Source: an optimization exercise on an open RTL-to-GDS flow (aim: small area and a short achievable clock period). Production flows keep margins and buffers that such runs may drop. Only simulation tests tie the RTL to the original design; equivalence was not proved. No driver is modelled on the clock port, so clocking that relies on it looks cheaper here than on a real chip. No activity file was given, so power comes from the tool's default toggle rates.

Setup of quartz:
==> flow/design.v (excerpt) <==
module pe (
    input               clk,
    input               rst,
    input  signed [7:0] weight,
    input  signed [7:0] inmap,
    input               inmap_vld,
    input               weight_vld,
    input  signed [7:0] bias,
    output signed [7:0] outmap,
    output              outmap_vld,
    output signed [15:0] outraw
);
  wire v = inmap_vld & weight_vld;
  reg  [4:0]  n;     
  reg  [15:0] acc;   
  wire z = (n == 5'd0);
  wire [15:0] base = z ? {{5{bias[7]}}, bias, 3'b0} : acc;
  wire [7:0] xg = inmap & {8{v}};
  wire one0 = xg[0] ^ 1'b0;
  wire two0 = (xg[1] & ~xg[0] & ~1'b0) | (~xg[1] & xg[0] & 1'b0);
  wire neg0 = xg[1] & ~(xg[0] & 1'b0);
  wire w0 = ((one0 & weight[0]) | (two0 & 1'b0)) ^ neg0;
  wire w1 = ((one0 & weight[1]) | (two0 & weight[0])) ^ neg0;
  wire w2 = ((one0 & weight[2]) | (two0 & weight[1])) ^ neg0;
  wire w3 = ((one0 & weight[3]) | (two0 & weight[2])) ^ neg0;
  wire w4 = ((one0 & weight[4]) | (two0 & weight[3])) ^ neg0;
  wire w5 = ((one0 & weight[5]) | (two0 & weight[4])) ^ neg0;
  wire w6 = ((one0 & weight[6]) | (two0 & weight[5])) ^ neg0;
  wire w7 = ((one0 & weight[7]) | (two0 & weight[6])) ^ neg0;
  wire w8 = ~(((one0 & weight[7]) | (two0 & weight[7])) ^ neg0);
  wire one1 = xg[2] ^ xg[1];
  wire two1 = (xg[3] & ~xg[2] & ~xg[1]) | (~xg[3] & xg[2] & xg[1]);
  wire neg1 = xg[3] & ~(xg[2] & xg[1]);
  wire w9 = ((one1 & weight[0]) | (two1 & 1'b0)) ^ neg1;
  wire w10 = ((one1 & weight[1]) | (two1 & weight[0])) ^ neg1;
  wire w11 = ((one1 & weight[2]) | (two1 & weight[1])) ^ neg1;
  wire w12 = ((one1 & weight[3]) | (two1 & weight[2])) ^ neg1;
  wire w13 = ((one1 & weight[4]) | (two1 & weight[3])) ^ neg1;
  wire w14 = ((one1 & weight[5]) | (two1 & weight[4])) ^ neg1;
  wire w15 = ((one1 & weight[6]) | (two1 & weight[5])) ^ neg1;
  wire w16 = ((one1 & weight[7]) | (two1 & weight[6])) ^ neg1;
  ...
Settings: LEC_CHECK=0, CAP_MARGIN=20, CORE_MARGIN=2, CORE_UTILIZATION=40, SETUP_SLACK_MARGIN=1.0, SLEW_MARGIN=20, TNS_END_PERCENT=0; clock period 10.5 ns.
standard.sh (not shown) runs the stock make flow with config.mk's settings and CLKGATE_MAP_FILE= SYNTH_SCRIPT=/design/flow/synth_recipe.tcl, a recipe that flattens the netlist after the stock synthesis.
==> flow/flow/run.sh <==
#!/bin/bash
# Own layout flow: the standard ORFS layout, with port buffers of a small, fast buffer
# (buf_2) instead of the default the port buffering picks; every port still gets a buffer.
set -euo pipefail
export BUFFER_PORTS_ARGS="-buffer_cell sky130_fd_sc_hd__buf_2"
bash standard.sh > standard_flow.log 2>&1
quartz: flow completed, timing, DRC and antenna clean
The following lists how harbor was set up differently from quartz:
Settings: a change of CORE_UTILIZATION from 40 to 60; a deleted SETUP_SLACK_MARGIN that had been 1.0; a deleted TNS_END_PERCENT that had been 0.
Notes after the runs:
harbor finished end to end and its layout was clean on timing, DRC and antenna.
harbor reports a higher utilization than quartz does.
Between harbor and quartz, it is harbor whose worst hold slack after final layout is lower, by 0.022 ns.
harbor reports a higher count of clock-buffer cells in the layout than quartz does.
Side by side, sum of routed wire segments on met1 turned out lower in harbor than in quartz.
Diff harbor and quartz: maximum single-stage delay on the critical path lower in quartz
Summary — die span in x, harbor relative to quartz: lower, by about 18%.
Reported for harbor and quartz, worst hold path cell count turned out identical to the last digit.
On proportion of power drawn by the clock network, harbor and quartz are basically level.
In the flow results for harbor and quartz, the proportion of cell area occupied by registers is smaller on quartz.
### harbor -> nickel
Settings: CORE_UTILIZATION now 40, was 60.
==> run notes <==
- nickel vs harbor — switching power dropped slightly
- Changes observed in nickel relative to harbor: number of CTS-inserted buffers barely changed; final total power dropped about 1%; number of clock buffer instances in the layout dropped 1; wire length reported by the detailed router climbed 4.1%.
- For harbor, the slowest library cell on the worst path was nand3b_1, unlike nickel, where it was a21oi_1.
- The capture point of the worst path comes out outmap[5] in one run and outmap[6] in the other, namely in harbor and nickel respectively.
- The final reports for nickel and harbor show non-clock buffer instance count of the final layout higher in the former.
- The clock power on harbor is in line with that on nickel.
> inputs changed (nickel -> violet)
==> flow/flow/run.sh <==
#!/bin/bash
# Own layout flow: the standard ORFS layout (standard.sh) with two changes:
#  - port buffers use buf_2 instead of the buffer the port buffering picks by default
#    (every input and output port still gets its own buffer);
#  - before clock-tree synthesis, a timing-driven sizing pass (gate upsizing and pin
#    swaps only, no new buffers) aims at a worst slack somewhat above the placed one.
set -euo pipefail
here=$(cd "$(dirname "$0")" && pwd)
export BUFFER_PORTS_ARGS="-buffer_cell sky130_fd_sc_hd__buf_2"
export PRE_CTS_TCL="$here/pre_cts.tcl"
export SIZE_EXTRA_SLACK="${SIZE_EXTRA_SLACK:-0.35}"
bash standard.sh > standard_flow.log 2>&1
==> flow/flow/pre_cts.tcl (new file) <==
# Timing-driven gate sizing before CTS: upsize gates and swap pins (no buffering) on the
# worst paths until the worst slack is SIZE_EXTRA_SLACK ns above what placement left.
estimate_parasitics -placement
set ws [worst_slack -max]
puts "pre_cts sizing: worst slack $ws, target [expr {$ws + $::env(SIZE_EXTRA_SLACK)}]"
repair_timing -setup -setup_margin [expr {$ws + $::env(SIZE_EXTRA_SLACK)}] \
  -sequence "sizeup,swap" -repair_tns 0 -verbose
puts "pre_cts sizing: worst slack now [worst_slack -max]"
## What came out
Lower utilization among nickel and violet: nickel
In violet the number of global-route vias before repair turned out 26 higher than in nickel.
Looking at capturing instance or port of the critical path, the outmap[4] result is from violet; the outmap[6] one comes from nickel.
| transition time at the pin with the least slew margin | violet vs nickel | 0.015 ns lower |

---

Another version of the RTL of pe (not shown whole).
Size in the first run: ~360 cells after synthesis, about 21 flip-flops, ~53 I/O pins.
clock: 10.5 ns
lec_check: 0
cap_margin: 20
core_margin: 2
core_utilization: 40
slew_margin: 60
synth_hierarchical: 1
synth_minimum_keep_size: 0
==> flow/flow/run.sh <==
#!/bin/bash
# Own layout flow: the standard ORFS layout (standard.sh, which also runs the standard
# synthesis) with two changes:
#  - port buffers are buf_1 instead of the buffer the port buffering picks by default
#    (every input and output port still gets its own buffer; the sizing may upsize it);
#  - before clock-tree synthesis, pre_cts.tcl runs a timing-driven sizing pass (gate
#    upsizing and pin swaps only) aiming at a worst slack SIZE_EXTRA_SLACK ns above the
#    placed one.
# The final report's power-grid check has failed now and then on a placement; if the run
# fails, it is redone from scratch with a slightly smaller sizing target. Each attempt's
# output is in standard_flow_<target>.log; ORFS's own logs are under orfs/logs.
set -uo pipefail
here=$(cd "$(dirname "$0")" && pwd)
export BUFFER_PORTS_ARGS="-buffer_cell sky130_fd_sc_hd__buf_1"
export PRE_CTS_TCL="$here/pre_cts.tcl"
export SETUP_SLACK_MARGIN=2.15 SETUP_MOVE_SEQUENCE=sizeup,swap TNS_END_PERCENT=0
for x in 0.45 0.40 0.35 0.30; do
  rm -rf orfs out/final.def
  if SIZE_EXTRA_SLACK=$x bash standard.sh > "standard_flow_$x.log" 2>&1 && [[ -f out/final.def ]]; then
    echo "layout done with sizing target +$x ns"
    exit 0
  fi
  echo "layout with sizing target +$x ns failed; see standard_flow_$x.log"
done
exit 1
==> flow/flow/pre_cts.tcl <==
# Timing-driven gate sizing before CTS: upsize gates and swap pins (no buffering) on the
# worst paths until the worst slack is SIZE_EXTRA_SLACK ns above what placement left.
estimate_parasitics -placement
set ws [worst_slack -max]
puts "pre_cts sizing: worst slack $ws, target [expr {$ws + $::env(SIZE_EXTRA_SLACK)}]"
repair_timing -setup -setup_margin [expr {$ws + $::env(SIZE_EXTRA_SLACK)}] \
  -sequence "sizeup,swap" -repair_tns 0 -verbose
puts "pre_cts sizing: worst slack now [worst_slack -max]"
Edit:
--- a/flow/flow/run.sh
+++ b/flow/flow/run.sh
@@ -16,2 +16 @@
-export SETUP_SLACK_MARGIN=2.15 SETUP_MOVE_SEQUENCE=sizeup,swap TNS_END_PERCENT=0
-for x in 0.45 0.40 0.35 0.30; do
+for x in 0.55 0.45 0.40 0.35; do
The changed run went through all stages and came out clean.
Utilization fell by 2.8 points.
Design area fell by 5.7%.
First-iteration DRC count fell by 32%.
Worst setup slack gets worse by 0.24 ns.
Combinational power fell by about 10%.
Register-to-register slack gets worse by 0.13 ns.
Wire length fell by 1.8%.
Clock power rose by about 1%.
Count of clock-buffer cells in the layout is unchanged.
Total power fell by 10%.
Edit:
--- a/flow/flow/run.sh
+++ b/flow/flow/run.sh
@@ -16 +16 @@
-for x in 0.55 0.45 0.40 0.35; do
+for x in 0.45 0.40 0.35 0.30; do
CTS_BUF_LIST = sky130_fd_sc_hd__clkbuf_8 sky130_fd_sc_hd__clkbuf_4   (was not set)
CTS_CLUSTER_DIAMETER = 200   (was not set)
CTS_CLUSTER_SIZE = 30   (was not set)
After rerunning:
- The new run completed without violations
- combinational power barely changes
- fmax stays flat
- power grows by 0.30%
- final cell count is unchanged
- register-to-register slack is about the same
Edit:
==> flow/flow/run.sh (replaced) <==
#!/bin/bash
# Own layout flow: the standard ORFS layout (standard.sh) with two changes:
#  - port buffers use buf_2 instead of the buffer the port buffering picks by default
#    (every input and output port still gets its own buffer);
#  - before clock-tree synthesis, a timing-driven sizing pass (gate upsizing and pin
#    swaps only, no new buffers) aims at a worst slack somewhat above the placed one.
set -euo pipefail
here=$(cd "$(dirname "$0")" && pwd)
export BUFFER_PORTS_ARGS="-buffer_cell sky130_fd_sc_hd__buf_1"
export PRE_CTS_TCL="$here/pre_cts.tcl"
export SIZE_EXTRA_SLACK="${SIZE_EXTRA_SLACK:-0.45}"
bash standard.sh > standard_flow.log 2>&1
CTS_BUF_LIST = not set   (was sky130_fd_sc_hd__clkbuf_8 sky130_fd_sc_hd__clkbuf_4)
CTS_CLUSTER_DIAMETER = not set   (was 200)
CTS_CLUSTER_SIZE = not set   (was 30)
Clock power drops by a few percent; register-to-register slack barely changes; setup slack hardly moves; power came out lower slightly; global-route usage hardly moves; final area stays flat; clock skew hardly moves; sequential power hardly moves; area after synthesis does not change; final cell count does not change.
Edit:
==> flow/flow/run.sh (replaced) <==
#!/bin/bash
# Own layout flow: the standard ORFS layout (standard.sh, which also runs the standard
# synthesis) with two changes:
#  - port buffers are buf_1 instead of the buffer the port buffering picks by default
#    (every input and output port still gets its own buffer; the sizing may upsize it);
#  - before clock-tree synthesis, pre_cts.tcl runs a timing-driven sizing pass (gate
#    upsizing and pin swaps only) aiming at a worst slack SIZE_EXTRA_SLACK ns above the
#    placed one.
# The final report's power-grid check has failed now and then on a placement; if the run
# fails, it is redone from scratch with a slightly smaller sizing target. Each attempt's
# output is in standard_flow_<target>.log; ORFS's own logs are under orfs/logs.
set -uo pipefail
here=$(cd "$(dirname "$0")" && pwd)
export BUFFER_PORTS_ARGS="-buffer_cell sky130_fd_sc_hd__buf_1"
export PRE_CTS_TCL="$here/pre_cts.tcl"
export SETUP_SLACK_MARGIN=2.3 SETUP_MOVE_SEQUENCE=sizeup,swap TNS_END_PERCENT=0
for x in 0.45 0.40 0.35 0.30; do
  rm -rf orfs out/final.def
  if SIZE_EXTRA_SLACK=$x bash standard.sh > "standard_flow_$x.log" 2>&1 && [[ -f out/final.def ]]; then
    echo "layout done with sizing target +$x ns"
    exit 0
  fi
  echo "layout with sizing target +$x ns failed; see standard_flow_$x.log"
done
exit 1
Outcome: Final area is higher by 6.4%; final cell count stays the same; worst setup slack improves by 0.27 ns; critical path depth is unchanged; wire length rises by 3.5%; power goes up by 12%.

---

cedar:
pe with an RTL version that a note above also has.
Size: roughly 360 cells after synthesis, ~21 flip-flops, ~53 I/O pins.
export LEC_CHECK = 0
export CAP_MARGIN = 20
export CORE_MARGIN = 2
export CORE_UTILIZATION = 40
export GPL_TIMING_DRIVEN = 0
export SLEW_MARGIN = 20
create_clock -name core_clock -period 10.5 [get_ports {clk}]
==> flow/flow/run.sh <==
#!/bin/bash
# Own layout flow: the standard ORFS layout, with port buffers of a small, fast buffer
# (buf_2) instead of the default the port buffering picks; every port still gets a buffer.
set -euo pipefail
export BUFFER_PORTS_ARGS="-buffer_cell sky130_fd_sc_hd__buf_2"
bash standard.sh > standard_flow.log 2>&1
cedar finished every stage and its layout cleared the timing, DRC and antenna checks.
--- input diff cedar..fjord ---
Settings: a deleted GPL_TIMING_DRIVEN that had been 0; a change of CAP_MARGIN from 20 to 50; a change of SLEW_MARGIN from 20 to 75.
[summary]
met3 track demand over resource in global routing ends up lower on cedar.
When fjord is measured against cedar, its total of buffers placed on input and output ports turns out about 21% higher.
Placeable core region came out exactly the same in cedar and fjord.
Summary — area of combinational cells with multiple inputs, fjord relative to cedar: higher, by about 1.6%.
diff inputs: fjord => xenon
Settings: ABC_AREA newly set to 1; SLEW_MARGIN changed from 75 to 20; CAP_MARGIN changed from 50 to 20.
==> run notes <==
Sequential area share after synthesis for xenon is lower than for fjord.
The higher synthesized cell count came out of xenon.
Average cell area after synthesis: lower on xenon
xenon ends up with a cell area that is 5.7% higher than in fjord.
fjord reports its launch point of the worst path as inmap[1] while xenon reports inmap_vld.
[compare] base=fjord new=xenon: count of plain and timing-repair buffers in the layout decreased by 8.9% relative to the old numbers, total power increased by about 20% relative to the old numbers, worst setup margin closely matched the old numbers.
#### Input delta (garnet over xenon)
Settings: ABC_AREA removed (was 1); TNS_END_PERCENT newly set to 0; SETUP_SLACK_MARGIN newly set to 2.0.
--- outcome ---
Run comparison: xenon global routing's busiest layer met1; garnet global routing's busiest layer met2
Measured against each other, xenon and garnet differ in core area, the lower figure coming from garnet.
Relative to xenon, garnet degrades hold slack.
Looking at origin of the worst setup path, the inmap[1] result is from garnet; the inmap_vld one comes from xenon.
Against xenon, garnet reports a post-route fraction of the period consumed by the critical path that is lower.
Compared with xenon, garnet shows a lower number of stages on the worst setup path.
For the total power of the final layout, garnet came in 1.8% higher than xenon did.

---

run A:
pe with an RTL version that a note above also has.
Size: ~21 flip-flops, ~53 I/O pins, roughly 3200 µm² of cells after synthesis.
Design pe, start of the top module:
module pe (
    input               clk,
    input               rst,
    input  signed [7:0] weight,
    input  signed [7:0] inmap,
    input               inmap_vld,
    input               weight_vld,
    input  signed [7:0] bias,
    output signed [7:0] outmap,
    output              outmap_vld,
    output signed [15:0] outraw
);
  wire v = inmap_vld & weight_vld;
  reg  [4:0]  n;     
  reg  [15:0] acc;   
  wire z = (n == 5'd0);
  wire [15:0] base = (v & z) ? {{5{bias[7]}}, bias, 3'b0} : (v ? acc : 16'd0);
  wire [7:0] wg;
  gate8 u_gw (.a(weight), .e0(inmap_vld), .e1(weight_vld), .y(wg));
  wire one0 = inmap[0] ^ 1'b0;
  wire two0 = (inmap[1] & ~inmap[0] & ~1'b0) | (~inmap[1] & inmap[0] & 1'b0);
  wire neg0 = inmap[1] & ~(inmap[0] & 1'b0);
  wire pp0_0 = ((one0 & wg[0]) | (two0 & 1'b0)) ^ neg0;
  wire pp0_1 = ((one0 & wg[1]) | (two0 & wg[0])) ^ neg0;
  wire pp0_2 = ((one0 & wg[2]) | (two0 & wg[1])) ^ neg0;
  wire pp0_3 = ((one0 & wg[3]) | (two0 & wg[2])) ^ neg0;
  wire pp0_4 = ((one0 & wg[4]) | (two0 & wg[3])) ^ neg0;
  wire pp0_5 = ((one0 & wg[5]) | (two0 & wg[4])) ^ neg0;
  wire pp0_6 = ((one0 & wg[6]) | (two0 & wg[5])) ^ neg0;
  wire pp0_7 = ((one0 & wg[7]) | (two0 & wg[6])) ^ neg0;
  wire pp0_8 = ~(((one0 & wg[7]) | (two0 & wg[7])) ^ neg0);
  wire one1 = inmap[2] ^ inmap[1];
  wire two1 = (inmap[3] & ~inmap[2] & ~inmap[1]) | (~inmap[3] & inmap[2] & inmap[1]);
  wire neg1 = inmap[3] & ~(inmap[2] & inmap[1]);
  wire pp1_0 = ((one1 & wg[0]) | (two1 & 1'b0)) ^ neg1;
  wire pp1_1 = ((one1 & wg[1]) | (two1 & wg[0])) ^ neg1;
  wire pp1_2 = ((one1 & wg[2]) | (two1 & wg[1])) ^ neg1;
  wire pp1_3 = ((one1 & wg[3]) | (two1 & wg[2])) ^ neg1;
  wire pp1_4 = ((one1 & wg[4]) | (two1 & wg[3])) ^ neg1;
  wire pp1_5 = ((one1 & wg[5]) | (two1 & wg[4])) ^ neg1;
  wire pp1_6 = ((one1 & wg[6]) | (two1 & wg[5])) ^ neg1;
  wire pp1_7 = ((one1 & wg[7]) | (two1 & wg[6])) ^ neg1;
  wire pp1_8 = ~(((one1 & wg[7]) | (two1 & wg[7])) ^ neg1);
  wire one2 = inmap[4] ^ inmap[3];
  wire two2 = (inmap[5] & ~inmap[4] & ~inmap[3]) | (~inmap[5] & inmap[4] & inmap[3]);
  wire neg2 = inmap[5] & ~(inmap[4] & inmap[3]);
  wire pp2_0 = ((one2 & wg[0]) | (two2 & 1'b0)) ^ neg2;
  wire pp2_1 = ((one2 & wg[1]) | (two2 & wg[0])) ^ neg2;
  wire pp2_2 = ((one2 & wg[2]) | (two2 & wg[1])) ^ neg2;
  ...
==> flow/config.mk <==
export PLATFORM = sky130hd
export DESIGN_NAME = pe
export DESIGN_NICKNAME = pe
export VERILOG_FILES = /design/flow/design.v
export SDC_FILE = /design/flow/constraint.sdc
export NUM_CORES = 4
export LEC_CHECK = 0
export CAP_MARGIN = 20
export CORE_MARGIN = 2
export CORE_UTILIZATION = 40
export SLEW_MARGIN = 20
export SYNTH_HIERARCHICAL = 1
export SYNTH_MINIMUM_KEEP_SIZE = 0
==> flow/constraint.sdc <==
create_clock -name core_clock -period 10.5 [get_ports {clk}]
set_input_delay 2.1000 -clock core_clock [delete_from_list [all_inputs] [get_ports {clk}]]
set_output_delay 2.1000 -clock core_clock [all_outputs]
set_load 0.01 [all_outputs]
Scripts as last shown in full above: flow/flow/run.sh
Run A closes out successfully: all stages finished, all timing, DRC and antenna checks passed.
diff inputs: run A => run B
Settings: changing CAP_MARGIN from 20 to 0; changing SLEW_MARGIN from 20 to 60.
==> flow/flow/run.sh <==
#!/bin/bash
# Own layout flow: the standard ORFS layout (standard.sh, which also runs the standard
# synthesis) with two changes:
#  - port buffers are buf_1 instead of the buffer the port buffering picks by default
#    (every input and output port still gets its own buffer; the sizing may upsize it);
#  - before clock-tree synthesis, pre_cts.tcl runs a timing-driven sizing pass (gate
#    upsizing and pin swaps only) aiming at a worst slack SIZE_EXTRA_SLACK ns above the
#    placed one.
# The final report's power-grid check has failed now and then on a placement; if the run
# fails, it is redone from scratch with a slightly smaller sizing target. Each attempt's
# output is in standard_flow_<target>.log; ORFS's own logs are under orfs/logs.
set -uo pipefail
here=$(cd "$(dirname "$0")" && pwd)
export BUFFER_PORTS_ARGS="-buffer_cell sky130_fd_sc_hd__buf_1"
export PRE_CTS_TCL="$here/pre_cts.tcl"
for x in 0.45 0.40 0.35 0.30; do
  rm -rf orfs out/final.def
  if SIZE_EXTRA_SLACK=$x bash standard.sh > "standard_flow_$x.log" 2>&1 && [[ -f out/final.def ]]; then
    echo "layout done with sizing target +$x ns"
    exit 0
  fi
  echo "layout with sizing target +$x ns failed; see standard_flow_$x.log"
done
exit 1
==> flow/flow/pre_cts.tcl (new file) <==
# Timing-driven gate sizing before CTS: upsize gates and swap pins (no buffering) on the
# worst paths until the worst slack is SIZE_EXTRA_SLACK ns above what placement left.
estimate_parasitics -placement
set ws [worst_slack -max]
puts "pre_cts sizing: worst slack $ws, target [expr {$ws + $::env(SIZE_EXTRA_SLACK)}]"
repair_timing -setup -setup_margin [expr {$ws + $::env(SIZE_EXTRA_SLACK)}] \
  -sequence "sizeup,swap" -repair_tns 0 -verbose
puts "pre_cts sizing: worst slack now [worst_slack -max]"
[summary]
Run B did not stop at any stage, and its layout met the timing, DRC and antenna checks.
Taking run A as the reference point, the final area of run B rises by 0.43%.
Area added between synthesis and finish in run B vs run A: up 0.47 points
Between run A and run B, the difference in sequential share of layout area is negligible.
Worst hold-check slack of run A is on par with run B.
Sequential group power essentially unchanged between run A and run B.
For run B, the most congested layer reported by global routing was met1, unlike run A, where it was met2.
Going from run A to run B, share of final-layout standard cells stronger than drive strength 1 shrinks by 7.7 points.
The placement row count of run A and that of run B are within noise of each other.
Against run A, total power in run B fell by a few percent.
Number of vias in the routed layout essentially unchanged between run B and run A.
Summary — proportion of cell area occupied by multi-input gates, run B relative to run A: higher, by 1.5 points.
Edits applied to the flow inputs when going from run B to run C:
Settings: a change of CAP_MARGIN from 0 to 20.
==> flow/flow/run.sh <==
#!/bin/bash
# Own layout flow: the standard ORFS layout (standard.sh) with two changes:
#  - port buffers use buf_2 instead of the buffer the port buffering picks by default
#    (every input and output port still gets its own buffer);
#  - before clock-tree synthesis, a timing-driven sizing pass (gate upsizing and pin
#    swaps only, no new buffers) aims at a worst slack somewhat above the placed one.
set -euo pipefail
here=$(cd "$(dirname "$0")" && pwd)
export BUFFER_PORTS_ARGS="-buffer_cell sky130_fd_sc_hd__buf_1"
export PRE_CTS_TCL="$here/pre_cts.tcl"
export SIZE_EXTRA_SLACK="${SIZE_EXTRA_SLACK:-0.55}"
bash standard.sh > standard_flow.log 2>&1
--- outcome ---
- met3 routing resource usage after global routing of run B is on par with run C.
- Seen in the log of run C: PSM-0069 during final report, after which the run never completed.
- As far as count of antenna-violating nets left after detailed routing goes, run C and run B are indistinguishable; the numbers are identical.
- The routed wire length was comparable across run C and run B.
- Synthesized cell area: run C vs run B — no meaningful difference
- Run B has a higher sum of met3 wire segment lengths after detailed routing than run C.
Inputs modified between run C and run D:
Settings: swapping 40 for 50 in CORE_UTILIZATION.
==> flow/flow/run.sh <==
#!/bin/bash
# Own layout flow: the standard ORFS layout (standard.sh, which also runs the standard
# synthesis) with two changes:
#  - port buffers are buf_1 instead of the buffer the port buffering picks by default
#    (every input and output port still gets its own buffer; the sizing may upsize it);
#  - before clock-tree synthesis, pre_cts.tcl runs a timing-driven sizing pass (gate
#    upsizing and pin swaps only) aiming at a worst slack SIZE_EXTRA_SLACK ns above the
#    placed one.
# The final report's power-grid check has failed now and then on a placement; if the run
# fails, it is redone from scratch with a slightly smaller sizing target. Each attempt's
# output is in standard_flow_<target>.log; ORFS's own logs are under orfs/logs.
set -uo pipefail
here=$(cd "$(dirname "$0")" && pwd)
export BUFFER_PORTS_ARGS="-buffer_cell sky130_fd_sc_hd__buf_1"
export PRE_CTS_TCL="$here/pre_cts.tcl"
for x in 0.45 0.40 0.35 0.30; do
  rm -rf orfs out/final.def
  if SIZE_EXTRA_SLACK=$x bash standard.sh > "standard_flow_$x.log" 2>&1 && [[ -f out/final.def ]]; then
    echo "layout done with sizing target +$x ns"
    exit 0
  fi
  echo "layout with sizing target +$x ns failed; see standard_flow_$x.log"
done
exit 1
Findings:
Run D: flow completed, timing, DRC and antenna clean. Diff run C -> run D: number of iterations in the first detailed-routing pass has increased, wire length went up, post-cts resize count shows a reduction of 10, die extent in x saw a decrease, placed instance count went down. Between run C and run D, the detailed-route via count does not differ in any meaningful way.
Changes in run E relative to run D:
Settings: CORE_UTILIZATION: 50 -> 40; CTS_BUF_LIST: unset -> sky130_fd_sc_hd__clkbuf_4.
==> flow/flow/run.sh <==
#!/bin/bash
# Own layout flow: the standard ORFS layout (standard.sh) with two changes:
#  - port buffers use buf_2 instead of the buffer the port buffering picks by default
#    (every input and output port still gets its own buffer);
#  - before clock-tree synthesis, a timing-driven sizing pass (gate upsizing and pin
#    swaps only, no new buffers) aims at a worst slack somewhat above the placed one.
set -euo pipefail
here=$(cd "$(dirname "$0")" && pwd)
export BUFFER_PORTS_ARGS="-buffer_cell sky130_fd_sc_hd__buf_2"
export PRE_CTS_TCL="$here/pre_cts.tcl"
export SIZE_EXTRA_SLACK="${SIZE_EXTRA_SLACK:-0.35}"
bash standard.sh > standard_flow.log 2>&1
## What came out
| register-to-register slack | run E vs run D | 0.07 ns lower |. On post-route cell area, run D and run E are neck and neck. Going from run D to run E, number of buffers and inverters on the critical path shrinks by 2. Compared run E vs run D, and floorplan die height is up in run E. Looking only at logic gate share of total power, and setting everything else aside, the lower value of run D and run E goes to run D. Global-route usage (higher): run D.

==> afterwards: timing with drivers on the ports <==
Ports are ideal in the flow. The routed layouts listed here were re-timed in OpenROAD.
Step 1 assumes that a clkbuf_16 drives the clock port and a buf_2 every other input.
Step 2 adds t to the input delays and takes it off the output delays; t is the mean of the earliest and latest rising clock arrival at the registers after step 1. Input paths then give back, and output paths get back, about the clock's delay inside the block.
Three values: ideal, step 1, step 2; two values: the first two.
run | shift t [ns] | setup WS [ns] | worst register clock-pin slew, ns | worst slew at a driven data input, ns | cell pins on the clock port's net
quartz | 0.284 | 1.191 / 1.172 / 1.172 | 0.08 / 0.08 | 0.03 | 1
harbor | 0.280 | 0.983 / 0.963 / 0.963 | 0.08 / 0.08 | 0.03 | 1
nickel | 0.284 | 1.200 / 1.181 / 1.181 | 0.08 / 0.08 | 0.03 | 1
violet | 0.284 | 1.544 / 1.516 / 1.516 | 0.08 / 0.08 | 0.03 | 1
the first run of note 2 | 0.280 | 2.364 / 2.328 / 2.328 | 0.08 / 0.08 | 0.05 | 1
the second run of note 2 | 0.281 | 2.125 / 2.105 / 2.105 | 0.08 / 0.08 | 0.04 | 1
the third run of note 2 | 0.282 | 2.127 / 2.106 / 2.106 | 0.08 / 0.08 | 0.04 | 1
the fourth run of note 2 | 0.281 | 2.125 / 2.105 / 2.105 | 0.08 / 0.08 | 0.04 | 1
the fifth run of note 2 | 0.288 | 2.390 / 2.370 / 2.370 | 0.08 / 0.08 | 0.06 | 1
cedar | 0.276 | 0.724 / 0.703 / 0.703 | 0.07 / 0.07 | 0.04 | 1
fjord | 0.288 | 1.331 / 1.313 / 1.313 | 0.08 / 0.08 | 0.03 | 1
xenon | 0.289 | 1.333 / 1.311 / 1.311 | 0.08 / 0.08 | 0.03 | 1
garnet | 0.286 | 1.884 / 1.839 / 1.839 | 0.08 / 0.08 | 0.06 | 1
run A | 0.280 | 1.648 / 1.628 / 1.628 | 0.07 / 0.07 | 0.03 | 1
run B | 0.281 | 2.125 / 2.105 / 2.105 | 0.08 / 0.08 | 0.04 | 1
run D | 0.292 | 2.210 / 2.188 / 2.188 | 0.08 / 0.08 | 0.04 | 1
run E | 0.316 | 2.104 / 2.086 / 2.086 | 0.12 / 0.12 | 0.04 | 1
After both steps every run listed still meets setup and hold. The setup slack of garnet, which loses most, moves by -0.045 ns with the drivers and by -0.045 ns with both steps.
